Source: an optimization exercise on an open RTL-to-GDS flow (aim: small area, a short achievable clock period and few clock cycles per item). Production flows keep margins and buffers that such runs may drop. The RTL was checked by simulation tests, not by an equivalence proof against the original design. Power is estimated from default activity; no workload was simulated.

==> 01-14: inputs <==
## pu_hbm_top
module pu_hbm_top #(
    parameter PE_COL_NUM = 2
)(
    input                            clk            ,
    input                            rstn           ,
    input                            hbm_vld_i      ,
    output                           hbm_rdy_o      ,
    input   [5:0]                    pu_hbm_shift_i ,
    input                            pu_prelu_en_i  ,
    input   [20 * PE_COL_NUM -1: 0]  conv_oc0_i     ,
    input   [20 * PE_COL_NUM -1: 0]  conv_oc1_i     ,
    input   [20 * PE_COL_NUM -1: 0]  conv_oc2_i     ,
    input   [20 * PE_COL_NUM -1: 0]  conv_oc3_i     ,
    input   [15:0]                   hbm_para_oc0_i ,
    input   [15:0]                   hbm_para_oc1_i ,
    input   [15:0]                   hbm_para_oc2_i ,
    input   [15:0]                   hbm_para_oc3_i ,
    output                           hbm_vld_o      ,
    input                            hbm_rdy_i      ,
    output  [8 * PE_COL_NUM -1: 0]   hbm_oc0_o      ,
    output  [8 * PE_COL_NUM -1: 0]   hbm_oc1_o      ,
    output  [8 * PE_COL_NUM -1: 0]   hbm_oc2_o      ,
    output  [8 * PE_COL_NUM -1: 0]   hbm_oc3_o
);
export LEC_CHECK = 0
export CAP_MARGIN = 20
export CORE_MARGIN = 2
export CORE_UTILIZATION = 65
export CTS_CLUSTER_DIAMETER = 80
export CTS_CLUSTER_SIZE = 25
export PLACE_DENSITY = 0.75
export SLEW_MARGIN = 20
export SYNTH_HIERARCHICAL = 1
export SYNTH_MINIMUM_KEEP_SIZE = 0
create_clock -name core_clock -period 15.0 [get_ports {clk}]
standard.sh (not shown) runs the stock make flow with config.mk's settings and CLKGATE_MAP_FILE= SYNTH_SCRIPT=/design/flow/synth_recipe.tcl, a recipe that flattens the netlist after the stock synthesis.
==> flow/flow/run.sh <==
#!/bin/bash
# Standard layout, with timing repair aiming past the clock period (repair_timing
# is asked for SETUP_SLACK_MARGIN ns of extra setup slack) and buf_2 cells as the
# port buffers.
set -euo pipefail
bash standard.sh SETUP_SLACK_MARGIN=10.75 'BUFFER_PORTS_ARGS=-buffer_cell sky130_fd_sc_hd__buf_2' finish > standard_flow.log 2>&1
==> 09-22 (differences from 01-14) <==
--- a/flow/design.v
+++ b/flow/design.v
@@ -71,65 +71,30 @@
     assign hbm_rdy_o = rdy_r;
     assign hbm_vld_o = vld_b_r;
     always @(posedge clk or negedge rstn) begin
         if (~rstn) begin
             vld_a_r <= 1'b0;
             vld_m_r <= 1'b0;
             cnt_r   <= 3'd0;
+            rdy_r   <= 1'b1;
         end else begin
             vld_a_r <= acc;
             vld_m_r <= vld_a_r;
             cnt_r   <= cnt_n;
+            rdy_r   <= ~cnt_n[2];
         end
     end
-    always @(posedge clk) rdy_r <= ~cnt_n[2];
     reg [5:0]  shift_r;
     reg [35:0] crow_r;
     reg [7:0]  one_r [0:3];
     reg [7:0]  two_r [0:3];
     reg [7:0]  neg_r [0:3];
     reg [3:0]  p15_r;
-    reg [35:0] crow;
-    always @(*) begin
-        case (pu_hbm_shift_i)
-            6'd1: crow = 36'h2aab00001;
-            6'd2: crow = 36'h2aab00002;
-            6'd3: crow = 36'h2aab00004;
-            6'd4: crow = 36'h2aab00008;
-            6'd5: crow = 36'h2aab00010;
-            6'd6: crow = 36'h2aab00020;
-            6'd7: crow = 36'h2aab00040;
-            6'd8: crow = 36'h2aab00080;
-            6'd9: crow = 36'h2aab00100;
-            6'd10: crow = 36'h2aab00200;
-            6'd11: crow = 36'h2aab00400;
-            6'd12: crow = 36'h2aab00800;
-            6'd13: crow = 36'h2aab01000;
-            6'd14: crow = 36'h2aab02000;
-            6'd15: crow = 36'h2aab04000;
-            6'd16: crow = 36'h2aab08000;
-            6'd17: crow = 36'h2aab10000;
-            6'd18: crow = 36'h2aab20000;
-            6'd19: crow = 36'h2aab40000;
-            6'd20: crow = 36'h2aab80000;
-            6'd21: crow = 36'h2aac00000;
-            6'd22: crow = 36'h2aad00000;
-            6'd23: crow = 36'h2aaf00000;
-            6'd24: crow = 36'h2ab300000;
-            6'd25: crow = 36'h2abb00000;
-            6'd26: crow = 36'h2acb00000;
-            6'd27: crow = 36'h2aeb00000;
-            6'd28: crow = 36'h2b2b00000;
-            6'd29: crow = 36'h2bab00000;
-            6'd30: crow = 36'h2cab00000;
-            6'd31: crow = 36'h2eab00000;
-            6'd32: crow = 36'h22ab00000;
-            default: crow = 36'h2aab00000;
-        endcase
-    end
+    wire [31:0] k32  = (pu_hbm_shift_i == 6'd0 || pu_hbm_shift_i > 6'd32) ? 32'd0 : (32'd1 << (pu_hbm_shift_i - 6'd1));
+    wire [35:0] crow = {{4{k32[31]}}, k32} + 36'h2aab00000;
     wire [34:0] ovm;
     genvar b;
     generate
         for (b = 0; b < 35; b = b + 1) begin : OVM
             assign ovm[b] = ({1'b0, shift_r} + 7'd8) <= b;
         end
     endgenerate
==> flow/flow/run.sh (replaced) <==
#!/bin/bash
# Standard layout, with timing repair aiming past the clock period: repair_timing
# is asked for SETUP_SLACK_MARGIN ns of extra setup slack.
set -euo pipefail
bash standard.sh SETUP_SLACK_MARGIN=10.6 finish > standard_flow.log 2>&1
Settings changed: CORE_UTILIZATION 65 to 45, CTS_CLUSTER_SIZE 25 to 30, PLACE_DENSITY 0.75 to 0.55.
==> 06-10 (differences from 01-14) <==
Settings changed: CORE_UTILIZATION 65 to 55, PLACE_DENSITY 0.75 to 0.65.
==> 07-13 (differences from 01-14) <==
==> flow/flow/run.sh (replaced) <==
#!/bin/bash
# Standard layout, with timing repair aiming past the clock period (repair_timing
# is asked for SETUP_SLACK_MARGIN ns of extra setup slack) and buf_2 cells as the
# port buffers.
set -euo pipefail
bash standard.sh SETUP_SLACK_MARGIN=10.4 'BUFFER_PORTS_ARGS=-buffer_cell sky130_fd_sc_hd__buf_2' finish > standard_flow.log 2>&1
Settings changed: CORE_UTILIZATION 65 to 55, PLACE_DENSITY 0.75 to 0.65.
==> run summary <==
metric	01-14	09-22	07-13	06-10
Status	timing/DRC/antenna clean	timing/DRC/antenna clean	timing/DRC/antenna clean	timing/DRC/antenna clean
Portion of total power attributed to the clock network	8.7%	9.7%	9.1%	9.2%
Portion of the post-synthesis area used by sequential elements	22.9%	22.8%	22.9%	22.9%
Slack of the worst reg-to-reg path	10760 ps	10680 ps	10520 ps	10740 ps
Clock-pin slew on the worst setup and hold paths	100 ps	110 ps	100 ps	90 ps
Yosys warning count	43	11	43	43
NumNets Final	13100	13000	13100	13100
Count of mapped cells out of synthesis	11500	11400	11500	11500
Highest clock frequency the design can meet	230 MHz	226 MHz	219 MHz	228 MHz
Share of the synthesized area in the top cell type	22.0%	21.9%	22.0%	22.0%
Switching Fraction	51.5%	51.0%	51.2%	52.5%
ClkCell Share	2.70%	3.16%	2.70%	3.06%
Synthesized flop and latch total	1201	1202	1201	1201
Final Core Density	69.5%	49.2%	58.4%	60.0%
Met2 track demand over resource	64.4%	49.8%	55.2%	56.1%
Post-layout instance area	124000 sq um	128000 sq um	123000 sq um	126000 sq um
Synthesized area per cell	10.1 sq um	10.3 sq um	10.1 sq um	10.1 sq um
Routed wire length	407000 um	432000 um	406000 um	422000 um
Power Total	0.0317 W	0.0320 W	0.0304 W	0.0336 W
Worst Hold Path EP	LANE[0].rb_r[0]	LANE[0].rb_r[0]	vld_m_r	LANE[0].rb_r[0]
Source-to-sink clock delay at the later pin of the worst-skew pair	800 ps	820 ps	790 ps	830 ps
Power in the clock group	0.00276 W	0.00310 W	0.00275 W	0.00309 W
Testbench counts of 01-14, summed over its fixed seeds: cycles 4,192, items 4,096.
Testbench counts of 09-22, summed over its fixed seeds: cycles 4,192, items 4,096.
Testbench counts of 06-10, summed over its fixed seeds: cycles 4,192, items 4,096.
Testbench counts of 07-13, summed over its fixed seeds: cycles 4,192, items 4,096.

re-timing with driven ports:
The flow's constraints put no driver on any port. The routed layouts listed below were extracted and timed again, unchanged, in two steps. Step 1 sets driving cells, clkbuf_16 on the clock port and buf_2 on the other inputs (assumed; they add their load-dependent delay and slew). Step 2, shift: input delay + t, output delay - t, t = (earliest + latest rising clock arrival at the registers) / 2. This alone moves slack from input paths to output paths. a / b / c = ideal ports / drivers / drivers and shift; a / b = the first two.
| run | t (ns) | setup slack, ns | worst setup path at the end | worst register clock-pin slew, ns | worst data-port slew with drivers (ns) |
|---|---|---|---|---|---|
| 01-14 | 0.865 | 10.651 / 10.559 / 9.946 | input to register | 0.10 / 0.10 | 0.12 |
| 09-22 | 0.885 | 10.567 / 10.471 / 9.801 | input to register | 0.11 / 0.11 | 0.14 |
| 06-10 | 0.892 | 10.617 / 10.526 / 9.918 | input to register | 0.10 / 0.10 | 0.09 |
| 07-13 | 0.857 | 10.434 / 10.341 / 9.738 | input to register | 0.10 / 0.10 | 0.15 |
After both steps every run listed still meets setup and hold. The setup slack of 09-22, which loses most, moves by -0.096 ns with the drivers and by -0.766 ns with both steps.
